Background: an optimization exercise with open tools, aiming at small area. Do not read the settings as production practice.
RTL that was checked went through simulation tests only; none was proved equivalent to the original.
No driver is modelled on the clock port, so clocking that relies on it looks cheaper here than on a real chip.
Power is estimated from default activity; no workload was simulated.

## Fifo
module Fifo #(
    parameter LEN = 10,
    parameter SIZE = 32
) (
    input logic clk_i,
    input logic rst_i,
    input logic valid_i,
    input logic ready_i,
    input logic[SIZE-1:0] data_i,
    output logic[SIZE-1:0] data_o,
    output logic valid_o,
    output logic is_full_o
);
Size: about 340 flip-flops, about 70 I/O pins, ~12000 um2 of cells after synthesis.
clock: 5.0 ns
lec_check: 0
cap_margin: 0
core_margin: 2
core_utilization: 70
slew_margin: 0
synth_hierarchical: 1
standard.sh (not shown) runs the stock make flow with config.mk's settings and CLKGATE_MAP_FILE= SYNTH_SCRIPT=/design/flow/synth_recipe.tcl, a recipe that flattens the netlist after the stock synthesis.
==> flow/flow/run.sh <==
#!/bin/bash
# Standard ORFS layout (the standard.sh), with two knobs changed:
#  - port buffers use the smallest buffer cell (buf_1) instead of the default pick;
#  - clock tree synthesis without dummy loads, with its own buffer list and sink clusters.
set -euo pipefail
cd "$(dirname "$0")/.."
bash standard.sh \
  "BUFFER_PORTS_ARGS=-buffer_cell sky130_fd_sc_hd__buf_1" \
  "CTS_ARGS=-sink_clustering_enable -repair_clock_nets -dont_use_dummy_load -buf_list sky130_fd_sc_hd__clkbuf_16 -sink_clustering_size 40 -sink_clustering_max_diameter 50" \
  finish > standard_flow.log 2>&1
The starting point passed the timing, DRC and antenna checks.
==> next run, changes <==
==> flow/flow/run.sh (replaced) <==
#!/bin/bash
# Standard ORFS layout (the standard.sh), with three knobs changed:
#  - port buffers use the smallest buffer cell (buf_1) instead of the default pick;
#  - clock tree synthesis without dummy loads, with its own buffer list and sink clusters;
#  - after clock tree synthesis, cells with slack to spare are sized down (post_cts.tcl).
set -euo pipefail
cd "$(dirname "$0")/.."
bash standard.sh \
  "BUFFER_PORTS_ARGS=-buffer_cell sky130_fd_sc_hd__buf_1" \
  "CTS_ARGS=-sink_clustering_enable -repair_clock_nets -dont_use_dummy_load -buf_list sky130_fd_sc_hd__clkbuf_8 -sink_clustering_size 20 -sink_clustering_max_diameter 60" \
  "POST_CTS_TCL=$PWD/flow/post_cts.tcl" \
  finish > standard_flow.log 2>&1
==> flow/flow/post_cts.tcl (new file) <==
# After clock tree synthesis and its timing repair: size down cells on paths
# with timing slack to spare, then legalise the placement again.
estimate_parasitics -placement
repair_timing -setup -recover_power 100
detailed_placement
check_placement -verbose
The new run completed without violations. Routed wire length shrinks by a few percent. Cell area decreases by a few percent. Synthesized area is unchanged. Worst hold slack improved by 0.046 ns. Global-route usage decreases by 0.96 points. Die area is unchanged. Setup slack gets worse by 0.074 ns. Clock power is lower by well over a third.
==> next run, changes <==
==> flow/flow/run.sh (replaced) <==
#!/bin/bash
# Standard ORFS layout (the standard.sh), with two knobs changed:
#  - port buffers use the smallest buffer cell (buf_1) instead of the default pick;
#  - clock tree synthesis without dummy loads, with its own buffer list and sink clusters.
set -euo pipefail
cd "$(dirname "$0")/.."
bash standard.sh \
  "BUFFER_PORTS_ARGS=-buffer_cell sky130_fd_sc_hd__buf_1" \
  "CTS_ARGS=-sink_clustering_enable -repair_clock_nets -dont_use_dummy_load -buf_list {sky130_fd_sc_hd__clkbuf_8 sky130_fd_sc_hd__clkbuf_16} -sink_clustering_size 30 -sink_clustering_max_diameter 80" \
  finish > standard_flow.log 2>&1
removed: flow/flow/post_cts.tcl
Outcome: Non-clock buffer count is lower by 2. Total power is higher by 3.8%. Clock skew is lower by 0.0047 ns. Worst setup slack gets better by 0.079 ns. Global-route usage hardly moves. Critical path depth is unchanged. Wire length is higher by 0.45%. First-iteration DRC count is lower by 1.1%.
==> next run, changes <==
--- a/flow/flow/run.sh
+++ b/flow/flow/run.sh
@@ -9 +9 @@
-  "CTS_ARGS=-sink_clustering_enable -repair_clock_nets -dont_use_dummy_load -buf_list {sky130_fd_sc_hd__clkbuf_8 sky130_fd_sc_hd__clkbuf_16} -sink_clustering_size 30 -sink_clustering_max_diameter 80" \
+  "CTS_ARGS=-sink_clustering_enable -repair_clock_nets -dont_use_dummy_load -buf_list sky130_fd_sc_hd__clkbuf_8 -sink_clustering_size 20 -sink_clustering_max_diameter 60" \
Outcome: Final area is lower slightly; wire length hardly moves; core utilization is lower by 0.61 points; setup slack is worse by 0.078 ns; worst hold slack is better by 0.016 ns; first-iteration DRC count is lower slightly; global-route usage hardly moves; clock skew is higher by 0.013 ns; total power is lower by a few percent.
No run of this note included a check of the RTL's function; only the layout flow was run.

Fifo, a different RTL version from the one above (not shown whole).
Size: ~680 cells after synthesis, ~350 flip-flops, ~70 I/O pins, about 0.012 mm^2 of cells after synthesis.
export LEC_CHECK = 0
export CAP_MARGIN = 20
export CORE_MARGIN = 2
export CORE_UTILIZATION = 40
export CTS_BUF_LIST = sky130_fd_sc_hd__clkbuf_4
export SLEW_MARGIN = 20
create_clock -name core_clock -period 5.0 [get_ports {clk_i}]
run.sh (not shown) runs the stock make flow with config.mk's settings and CLKGATE_MAP_FILE= SYNTH_SCRIPT=/design/flow/synth_recipe.tcl, a recipe that flattens the netlist after the stock synthesis.
Stock flow here: none of the scripts above is used.
Next try:
CTS_BUF_LIST = sky130_fd_sc_hd__clkbuf_8   (was sky130_fd_sc_hd__clkbuf_4)
Effect: The changed run ran to the end with no violations. Design area hardly moves. Critical path depth does not change. Setup slack is better by 120 ps. Clock skew falls by 15 ps. Non-clock buffer count is unchanged. Sequential power hardly moves. Die area stays the same. Global-route usage falls by 0.53 points. Final cell count falls by 4.1%. Clock power stays flat. First-iteration DRC count falls by 0.67%.
No functional check of the RTL was part of any run of this note.

== nickel ==
Another version of the RTL of Fifo (not shown whole).
Size: ~550 cells after synthesis, ~340 flip-flops, ~70 I/O pins.
clock: 5.0 ns
lec_check: 0
cap_margin: 0
core_margin: 2
core_utilization: 70
gpl_timing_driven: 0
slew_margin: 0
synth_hierarchical: 1
standard.sh (not shown) runs the stock make flow with config.mk's settings and CLKGATE_MAP_FILE= SYNTH_SCRIPT=/design/flow/synth_recipe.tcl, a recipe that flattens the netlist after the stock synthesis.
==> flow/flow/run.sh <==
#!/bin/bash
# Standard ORFS layout (the standard.sh), with two knobs changed:
#  - port buffers use the smallest buffer cell (buf_1) instead of the default pick;
#  - clock tree synthesis without dummy loads, with its own buffer list and sink clusters.
set -euo pipefail
cd "$(dirname "$0")/.."
bash standard.sh \
  "BUFFER_PORTS_ARGS=-buffer_cell sky130_fd_sc_hd__buf_1" \
  "CTS_ARGS=-sink_clustering_enable -repair_clock_nets -dont_use_dummy_load -buf_list sky130_fd_sc_hd__clkbuf_8 -sink_clustering_size 20 -sink_clustering_max_diameter 60" \
  finish > standard_flow.log 2>&1
Relative to nickel, the following input files were edited for xenon:
# nickel
export LEC_CHECK = 0
export CAP_MARGIN = 0
export CORE_MARGIN = 2
export CORE_UTILIZATION = 70
export GPL_TIMING_DRIVEN = 0
export SLEW_MARGIN = 0
export SYNTH_HIERARCHICAL = 1
create_clock -name core_clock -period 5.0 [get_ports {clk_i}]
# xenon
export LEC_CHECK = 0
export CAP_MARGIN = 0
export CORE_MARGIN = 2
export CORE_UTILIZATION = 70
export SLEW_MARGIN = 0
export SYNTH_HIERARCHICAL = 1
create_clock -name core_clock -period 5.0 [get_ports {clk_i}]
Re post-detailed-route DRC marker count: no difference whatsoever between xenon and nickel.
The run showing the greater internal cell power is nickel.
As far as die area goes, xenon and nickel are indistinguishable; the numbers are identical.
Fraction of cell area in non-clock buffers (higher): nickel
xenon against nickel: sequential share of layout area has increased, final core utilization has decreased, post-route cell area has decreased, peak per-stage delay on the critical path has increased.
Synthesis-to-layout area growth in xenon is 2.6 points below nickel.
xenon reports its slowest cell on the critical path as sky130_fd_sc_hd__nor2_4 while nickel reports sky130_fd_sc_hd__and2_2.
On via count, nickel tracks xenon almost exactly.
Sort xenon and nickel by area of placed instances, descending, and nickel comes first.
## Diff of input files: onyx against xenon
# xenon
export LEC_CHECK = 0
export CAP_MARGIN = 0
export CORE_MARGIN = 2
export CORE_UTILIZATION = 70
export SLEW_MARGIN = 0
export SYNTH_HIERARCHICAL = 1
create_clock -name core_clock -period 5.0 [get_ports {clk_i}]
# onyx
export LEC_CHECK = 0
export CAP_MARGIN = 0
export CORE_MARGIN = 2
export CORE_UTILIZATION = 70
export PLACE_DENSITY = 0.9
export SLEW_MARGIN = 0
export SYNTH_HIERARCHICAL = 1
create_clock -name core_clock -period 5.0 [get_ports {clk_i}]
## What came out
Any difference in number of signal-net buffers in the layout between onyx and xenon is small enough to ignore. | number of post-CTS setup repair buffers | onyx vs xenon | ≈ equal |. Re worst hold slack after final layout: onyx is 0.024 ns up on xenon. onyx — wire length of the first global-routing pass about 3.6% higher, xenon as reference. Wire: onyx routes more than xenon. For power share of the combinational group, xenon and onyx come out practically identical.

-- static timing again, ports no longer ideal --
The flow's constraints put no driver on any port. The routed layouts listed below were extracted and timed again, unchanged, in two steps.
Step 1, drivers: a clkbuf_16 drives clk_i and a buf_2 each remaining input, both assumed.
Step 2 adds t to the input delays and takes it off the output delays; t is the mean of the earliest and latest rising clock arrival at the registers after step 1. Input paths then give back, and output paths get back, about the clock's delay inside the block.
a / b / c = ideal ports / drivers / drivers and shift; a / b = the first two.
run	shift t [ns]	setup slack, ns	worst setup path after step 2	latest minus earliest clock arrival (ns)	worst register clock-pin slew, ns
the first run of note 1	0.568	1.338 / 1.295 / 1.863	register to output	0.049 / 0.049	0.09 / 0.09
the second run of note 1	0.572	1.264 / 1.226 / 1.421	input to register	0.030 / 0.031	0.12 / 0.12
the third run of note 1	0.524	1.342 / 1.301 / 1.825	register to output	0.032 / 0.032	0.11 / 0.11
the fourth run of note 1	0.574	1.264 / 1.228 / 1.801	register to output	0.038 / 0.039	0.12 / 0.12
the first run of note 2	0.707	1.165 / 1.124 / 1.361	input to register	0.039 / 0.039	0.07 / 0.07
the second run of note 2	0.609	1.289 / 1.250 / 1.363	input to register	0.019 / 0.019	0.07 / 0.07
nickel	0.553	1.493 / 1.454 / 2.007	register to output	0.044 / 0.043	0.12 / 0.12
xenon	0.565	1.266 / 1.228 / 1.792	register to output	0.039 / 0.039	0.12 / 0.12
onyx	0.571	1.204 / 1.167 / 1.738	register to output	0.020 / 0.020	0.12 / 0.12
After both steps every run listed still meets setup and hold.
